From an optimization exercise on the open Yosys and OpenROAD flow, aimed at small area; shortcuts taken in it are not production practice. Only simulation tests tie the RTL to the original design; equivalence was not proved. Power is estimated from default activity; no workload was simulated.

==> run a: inputs <==
Design House, start of the top module:
module House (
    input  wire clk,
    input  wire reset,
    input  wire rx,
    output wire tx,
    input  wire motion_detected,
    input  wire TopeA,
    input  wire TopeB,
    output reg  motor_up,
    output reg  motor_down,
    output reg  buzzer,
    output wire led1,
    output wire led2,
    output wire led3
);
Settings: LEC_CHECK=0, CAP_MARGIN=20, CORE_MARGIN=2, CORE_UTILIZATION=40, SLEW_MARGIN=20; clock period 10.0 ns.
standard.sh (not shown) runs the stock make flow with config.mk's settings and CLKGATE_MAP_FILE= SYNTH_SCRIPT=/design/flow/synth_recipe.tcl, a recipe that flattens the netlist after the stock synthesis.
==> flow/flow/run.sh <==
#!/bin/bash
set -euo pipefail
export BUFFER_PORTS_ARGS="-buffer_cell sky130_fd_sc_hd__buf_2"
export CTS_ARGS="-sink_clustering_enable -repair_clock_nets -dont_use_dummy_load -buf_list sky130_fd_sc_hd__clkbuf_4 -sink_clustering_size 30 -sink_clustering_max_diameter 200"
bash standard.sh > standard.log 2>&1
==> run b (differences from run a) <==
==> flow/flow/run.sh (replaced) <==
#!/bin/bash
set -euo pipefail
export BUFFER_PORTS_ARGS="-buffer_cell sky130_fd_sc_hd__buf_1"
export CTS_ARGS="-sink_clustering_enable -repair_clock_nets -dont_use_dummy_load -buf_list sky130_fd_sc_hd__clkbuf_4 -sink_clustering_size 20 -sink_clustering_max_diameter 100"
bash standard.sh > standard.log 2>&1
==> run c (differences from run a) <==
==> flow/run.sh (new file) <==
#!/bin/bash
# synth_recipe.tcl (not shown) runs the flow's synth.tcl, then flattens the netlist and writes it again
# the make line also repeats each setting of config.mk as NAME=value (left out here)
make -C /OpenROAD-flow-scripts/flow DESIGN_CONFIG=/design/flow/config.mk WORK_HOME=/design/flow/orfs CLKGATE_MAP_FILE= SYNTH_SCRIPT=/design/flow/synth_recipe.tcl finish
removed: flow/flow/run.sh
removed: flow/standard.sh
==> results.txt <==
Relative area of clock buffers and inverters in the final design: run b 2.684%; run c 7.934%; run a 2.697%
Run status: run b timing/DRC/antenna clean; run c timing/DRC/antenna clean; run a timing/DRC/antenna clean
Vias post-DR: run b 1328; run c 1389; run a 1371
Placement-stage cell area: run b 2450 um^2; run c 2497 um^2; run a 2437 um^2
Tightest Pin Transition: run b 640.5 ps; run c 721.4 ps; run a 730.4 ps
Worst hold slack across all endpoints: run b 364.2 ps; run c 370.7 ps; run a 372.4 ps
Internal power: run b 0.2980 mW; run c 0.4035 mW; run a 0.2973 mW
Combinational fraction of design power: run b 1.2%; run c 1.0%; run a 1.0%
Global-route wire length before repair: run b 6320 um; run c 7031 um; run a 6665 um
Multi-input gate share of total cell area: run b 29.87%; run c 27.72%; run a 30.02%
Half-perimeter wire length after detailed placement: run b 2580 um; run c 2739 um; run a 2733 um
Number of DRC violations after detailed-routing iteration 0: run b 112; run c 158; run a 58
Number of clock buffers in the layout: run b 9; run c 12; run a 9
Worst path setup slack after routing: run b 6129 ps; run c 5778 ps; run a 6078 ps
Detail Route met3 WL: run b 156 um; run c 178 um; run a 132 um
Post-layout min period: run b 3871 ps; run c 4222 ps; run a 3922 ps
Power spent charging and discharging nets: run b 0.07477 mW; run c 0.09187 mW; run a 0.07281 mW
Share of power burned in the clock network: run b 30.5%; run c 47.5%; run a 30.2%
Power in the clock group: run b 0.114 mW; run c 0.235 mW; run a 0.112 mW
Sequential share of power: run b 68.3%; run c 51.5%; run a 68.8%
Signal arrival time at the worst endpoint: run b 1870 ps; run c 2220 ps; run a 1920 ps
Tcrit/Tclk final: run b 38.71%; run c 42.22%; run a 39.22%
Maximum achievable frequency: run b 258.3 MHz; run c 236.9 MHz; run a 255.0 MHz
Pre-CTS setup slack: run b 6503 ps; run c 6129 ps; run a 6481 ps
Root Buffer Master: run b sky130_fd_sc_hd__clkbuf_4; run c sky130_fd_sc_hd__clkbuf_8; run a sky130_fd_sc_hd__clkbuf_4

* * *

==> inputs of run Y <==
==> flow/design.v <==
`timescale 1ns / 1ps
`timescale 1ns / 1ps
`timescale 1ns / 1ps
`timescale 1ns / 1ps
`timescale 1ns / 1ps
`timescale 1ns / 1ps
module House (
    input  wire clk,
    input  wire reset,
    input  wire rx,
    output wire tx,
    input  wire motion_detected,
    input  wire TopeA,
    input  wire TopeB,
    output reg  motor_up,
    output reg  motor_down,
    output reg  buzzer,
    output wire led1,
    output wire led2,
    output wire led3
);
    reg       rbusy;
    reg [8:0] rcnt;
    reg [3:0] rph;
    reg [4:0] rdat;             
    wire rterm = (rcnt == 9'h10e);
    wire rlast = rph[3] & rph[0];                      
    wire pub   = rbusy & rterm & rlast;
    wire rsamp = (rph == 4'd1) | (rph == 4'd2) | (rph == 4'd6) |
                 (rph == 4'd7) | (rph == 4'd8);
    always @(posedge clk or posedge reset)
        if (reset)
            rbusy <= 1'b0;
        else if (!rbusy)
            rbusy <= ~rx;
        else if (rterm & rlast)
            rbusy <= 1'b0;
    always @(posedge clk) begin
        if (!rbusy | rterm)
            rcnt <= 9'd0;
        else
            rcnt <= {rcnt[7:0], ~(rcnt[8] ^ rcnt[4])};
        if (!rbusy)
            rph <= 4'd0;
        else if (rterm)
            rph <= rph + 4'd1;
        if (rbusy & rterm & rsamp)
            rdat <= {rx, rdat[4:1]};
    end
    reg p1, p2, p3;
    reg [2:0] lcmd;
    always @(posedge clk or posedge reset)
        if (reset) begin
            p1 <= 1'b0;
            p2 <= 1'b0;
            p3 <= 1'b0;
            motor_up <= 1'b0;
            motor_down <= 1'b0;
            lcmd <= 3'b000;
            buzzer <= 1'b0;
        end else begin
            p1 <= pub;
            p2 <= p1;
            p3 <= p2;
            if (p2) begin
                motor_up   <= rdat[0] & ~rdat[1];
                motor_down <= rdat[1] & ~rdat[0];
            end
            if (p3)
                lcmd <= rdat[4:2];
            buzzer <= motion_detected;
        end
    reg [14:0] lq;
    reg        ltog;
    wire lwrap = (lq == 15'h4144);
    always @(posedge clk or posedge reset)
        if (reset) begin
            lq   <= 15'h00a6;
            ltog <= 1'b0;
        end else begin
            lq   <= {lq[13:4], lq[3] ^ lwrap, lq[2:0], lq[14] ^ lq[3]};
            ltog <= ltog ^ lwrap;
        end
    wire [2:0] leds = (lcmd != 3'b000) ? lcmd : {3{ltog}};
    assign led1 = leds[0];
    assign led2 = leds[1];
    assign led3 = leds[2];
    reg [3:0] tph;
    reg [8:0] tcnt;
    reg [4:0] tdat;             
    wire tterm  = (tcnt == 9'h10e);
    wire tnever = (tph == 4'd15);
    wire tgap   = (tph == 4'd10);
    wire tstart = tgap | (tnever & p1);
    wire ttope  = ((tph == 4'd9) & (tcnt == 9'h187)) |
                  (tnever & rbusy & rlast & (rcnt == 9'h187));
    always @(posedge clk or posedge reset)
        if (reset)
            tph <= 4'd15;
        else if (tstart)
            tph <= 4'd0;
        else if (!tnever & tterm)
            tph <= tph + 4'd1;
    always @(posedge clk) begin
        if (tnever | tgap | tterm)
            tcnt <= 9'd0;
        else
            tcnt <= {tcnt[7:0], ~(tcnt[8] ^ tcnt[4])};
        if (ttope)
            tdat[1:0] <= {TopeA, TopeB};
        if (tstart)
            tdat[4:2] <= leds;
    end
    reg tbit;
    always @(*)
        case (tph)
            4'd5:    tbit = tdat[0];
            4'd6:    tbit = tdat[1];
            4'd7:    tbit = tdat[2];
            4'd8:    tbit = tdat[3];
            4'd9:    tbit = tdat[4];
            4'd10,
            4'd15:   tbit = 1'b1;
            default: tbit = 1'b0;
        endcase
    assign tx = tbit;
endmodule
==> flow/flow/run.sh <==
#!/bin/bash
set -euo pipefail
export BUFFER_PORTS_ARGS="-buffer_cell sky130_fd_sc_hd__buf_1"
export CTS_ARGS="-sink_clustering_enable -repair_clock_nets -dont_use_dummy_load -buf_list sky130_fd_sc_hd__clkbuf_8 -sink_clustering_size 64 -sink_clustering_max_diameter 500"
bash standard.sh > standard.log 2>&1
==> flow/standard.sh <==
#!/bin/bash
# synth_recipe.tcl (not shown) runs the flow's synth.tcl, then flattens the netlist and writes it again
# the make line also repeats each setting of config.mk as NAME=value (left out here)
make -C /OpenROAD-flow-scripts/flow DESIGN_CONFIG=/design/flow/config.mk WORK_HOME=/design/flow/orfs CLKGATE_MAP_FILE= SYNTH_SCRIPT=/design/flow/synth_recipe.tcl "${@:-finish}"
==> flow/config.mk <==
export PLATFORM = sky130hd
export DESIGN_NAME = House
export DESIGN_NICKNAME = House
export VERILOG_FILES = /design/flow/design.v
export SDC_FILE = /design/flow/constraint.sdc
export NUM_CORES = 4
export LEC_CHECK = 0
export CAP_MARGIN = 0
export CORE_MARGIN = 2
export CORE_UTILIZATION = 40
export SLEW_MARGIN = 0
==> flow/constraint.sdc <==
create_clock -name core_clock -period 10.0 [get_ports {clk}]
set_input_delay 2.0000 -clock core_clock [delete_from_list [all_inputs] [get_ports {clk}]]
set_output_delay 2.0000 -clock core_clock [all_outputs]
set_load 0.01 [all_outputs]
==> inputs of run R, as changes to run Y <==
==> flow/design.v, changed modules only <==
module House (
    input  wire clk,
    input  wire reset,
    input  wire rx,
    output wire tx,
    input  wire motion_detected,
    input  wire TopeA,
    input  wire TopeB,
    output reg  motor_up,
    output reg  motor_down,
    output reg  buzzer,
    output wire led1,
    output wire led2,
    output wire led3
);
    reg       rbusy;
    reg [8:0] rcnt;
    reg [3:0] rph;
    reg [4:0] rdat;             
    wire rterm = (rcnt == 9'h10e);
    wire rlast = ~rph[3] & rph[2] & ~rph[1];           
    wire pub   = rbusy & rterm & rlast;
    wire rsamp = rph[3];
    always @(posedge clk or posedge reset)
        if (reset)
            rbusy <= 1'b0;
        else if (!rbusy)
            rbusy <= ~rx;
        else if (rterm & rlast)
            rbusy <= 1'b0;
    always @(posedge clk) begin
        if (!rbusy | rterm)
            rcnt <= 9'd0;
        else
            rcnt <= {rcnt[7:0], ~(rcnt[8] ^ rcnt[4])};
        if (!rbusy)
            rph <= 4'b0110;
        else if (rterm)
            rph <= {rph[2:0], ~(rph[2] & (rph[1] ^ rph[3]))};
        if (rbusy & rterm & rsamp)
            rdat <= {rx, rdat[4:1]};
    end
    reg p1, p2, p3;
    reg [2:0] lcmd;
    always @(posedge clk or posedge reset)
        if (reset) begin
            p1 <= 1'b0;
            p2 <= 1'b0;
            p3 <= 1'b0;
            motor_up <= 1'b0;
            motor_down <= 1'b0;
            lcmd <= 3'b000;
            buzzer <= 1'b0;
        end else begin
            p1 <= pub;
            p2 <= p1;
            p3 <= p2;
            if (p2) begin
                motor_up   <= rdat[0] & ~rdat[1];
                motor_down <= rdat[1] & ~rdat[0];
            end
            if (p3)
                lcmd <= rdat[4:2];
            buzzer <= motion_detected;
        end
    reg [14:0] lq;
    reg        ltog;
    wire lwrap = (lq == 15'h4144);
    always @(posedge clk or posedge reset)
        if (reset) begin
            lq   <= 15'h00a6;
            ltog <= 1'b0;
        end else begin
            lq   <= {lq[13:4], lq[3] ^ lwrap, lq[2:0], lq[14] ^ lq[3]};
            ltog <= ltog ^ lwrap;
        end
    wire [2:0] leds = (lcmd != 3'b000) ? lcmd : {3{ltog}};
    assign led1 = leds[0];
    assign led2 = leds[1];
    assign led3 = leds[2];
    reg [3:0] tph;
    reg [8:0] tcnt;
    reg [4:0] tdat;             
    wire tterm  = (tcnt == 9'h10e);
    wire tnever = (~tph[1] & ~tph[2] & ~tph[3]);
    wire tgap   = (~tph[1] & ~tph[2] & tph[3]);
    wire tp9    = (~tph[0] & ~tph[1]);
    wire tfb    = (tph[0] & ~tph[3]) | (~tph[1] & ~tph[2]) | (~tph[0] & tph[3]);
    wire tstart = tgap | (tnever & p1);
    wire ttope  = (tp9 & (tcnt == 9'h187)) |
                  (tnever & rbusy & rlast & (rcnt == 9'h187));
    always @(posedge clk or posedge reset)
        if (reset)
            tph <= 4'b0001;
        else if (tstart | (~tnever & tterm))
            tph <= {tph[2:0], tfb};
    always @(posedge clk) begin
        if (tnever | tgap | tterm)
            tcnt <= 9'd0;
        else
            tcnt <= {tcnt[7:0], ~(tcnt[8] ^ tcnt[4])};
        if (ttope)
            tdat[1:0] <= {TopeA, TopeB};
        if (tstart)
            tdat[4:2] <= leds;
    end
    assign tx = ((~tph[1] & ~tph[2])) | (((~tph[0] & ~tph[2])) & tdat[0]) | (((~tph[1] & tph[2] & ~tph[3])) & tdat[1]) | (((tph[0] & tph[1] & ~tph[2] & tph[3])) & tdat[2]) | (((~tph[0] & ~tph[3])) & tdat[3]) | (((~tph[0] & ~tph[1])) & tdat[4]);
endmodule
==> flow/flow/run.sh (replaced) <==
#!/bin/bash
# The standard layout (standard.sh) with these changes:
#  - synthesis: the standard flow's own script, but Yosys's ABC step maps the logic with
#    an area-oriented script (flow/abc_area.script); registers are untouched
#  - port buffers are sky130_fd_sc_hd__buf_1
#  - clock tree: clkbuf_4 buffers only, no dummy loads
# Every tool's output goes to logs under orfs/logs and to standard.log.
set -euo pipefail
W=$PWD
{
  echo "proc abc {args} {"
  echo "  set i [lsearch \$args -script]"
  echo "  if {\$i >= 0} { lset args [expr {\$i + 1}] $W/flow/abc_area.script }"
  echo "  yosys abc {*}\$args"
  echo "}"
  cat synth_recipe.tcl
} > my_synth.tcl
sed "s#SYNTH_SCRIPT=[^ ]*#SYNTH_SCRIPT=$W/my_synth.tcl#" standard.sh > my_standard.sh
grep -q "SYNTH_SCRIPT=$W/my_synth.tcl" my_standard.sh
export BUFFER_PORTS_ARGS="-buffer_cell sky130_fd_sc_hd__buf_1"
export CTS_ARGS="-sink_clustering_enable -repair_clock_nets -dont_use_dummy_load -buf_list sky130_fd_sc_hd__clkbuf_4"
bash my_standard.sh > standard.log 2>&1
==> flow/flow/abc_area.script (new file) <==
strash
&get -n
&st
&deepsyn -T 20
&dch -f
&nf -R 1000
&put
topo
dnsize -c
==> inputs of run H, as changes to run Y <==
==> flow/flow/run.sh (replaced) <==
#!/bin/bash
set -euo pipefail
export BUFFER_PORTS_ARGS="-buffer_cell sky130_fd_sc_hd__buf_1"
export CTS_ARGS="-sink_clustering_enable -repair_clock_nets -dont_use_dummy_load -buf_list sky130_fd_sc_hd__clkbuf_4"
bash standard.sh > standard.log 2>&1
==> flow_summary.toml <==
[place]
dp.cells = 241

[die]
taps = 70

[yosys]
ys_top_cells_by_area = "dfrtp_1, dfxtp_1, edfxtp_1"
ys_types = 31

[setup_path]
reg2reg_to = "rdat[1]$_DFFE_PP_"

[power]
power.share.clock_pct = 29.9
p_seq_share_pct = 69.3

[outcome]
outcome = "finished clean"
(the above is from run R)
==> flow_summary.toml <==
[die]
taps = 72

[outcome]
outcome = "finished clean"

[power]
p_seq_share_pct = 61.5
power.share.clock_pct = 37.7

[place]
dp.cells = 261

[yosys]
ys_top_cells_by_area = "dfrtp_1, dfxtp_1, edfxtp_1"
ys_types = 39
(the above is from run Y)
==> flow_summary.toml <==
[die]
taps = 72

[power]
p_seq_share_pct = 68.6

[setup_path]
reg2reg_to = "rdat[4]$_DFFE_PP_"

[yosys]
ys_top_cells_by_area = "dfrtp_1, dfxtp_1, edfxtp_1"
ys_types = 39

[place]
dp.cells = 261

[outcome]
outcome = "finished clean"
(the above is from run H)

-- static timing again, ports no longer ideal --
No port has a modelled driver above. Below, the same layouts with a new extraction and two added sets of constraints.
Step 1 sets driving cells, clkbuf_16 on the clock port and buf_2 on the other inputs (assumed; they add their load-dependent delay and slew).
Step 2 times the ports against the registers' clock, not the clock port: input delays grow and output delays shrink by t, the midpoint of the rising clock arrivals with the driver on.
a / b / c = ideal ports / drivers / drivers and shift; a / b = the first two.
run	shift t [ns]	slack for setup (ns)	hold WS [ns]	worst setup path after step 2	slew at the worst register clock pin (ns)
run a	0.395	6.078 / 6.054 / 6.449	0.372 / 0.372 / 0.372	register to output	0.10 / 0.10
run b	0.411	6.129 / 6.104 / 6.515	0.364 / 0.364 / 0.364	register to output	0.10 / 0.10
run c	0.355	5.778 / 5.750 / 6.105	0.371 / 0.371 / 0.371	register to output	0.06 / 0.06
run Y	0.354	6.143 / 6.112 / 6.466	0.359 / 0.359 / 0.359	register to output	0.07 / 0.07
run R	0.391	6.560 / 6.537 / 6.927	0.369 / 0.369 / 0.369	register to output	0.10 / 0.10
run H	0.406	6.089 / 6.062 / 6.468	0.360 / 0.360 / 0.360	register to output	0.11 / 0.11
After both steps every run listed still meets setup and hold.
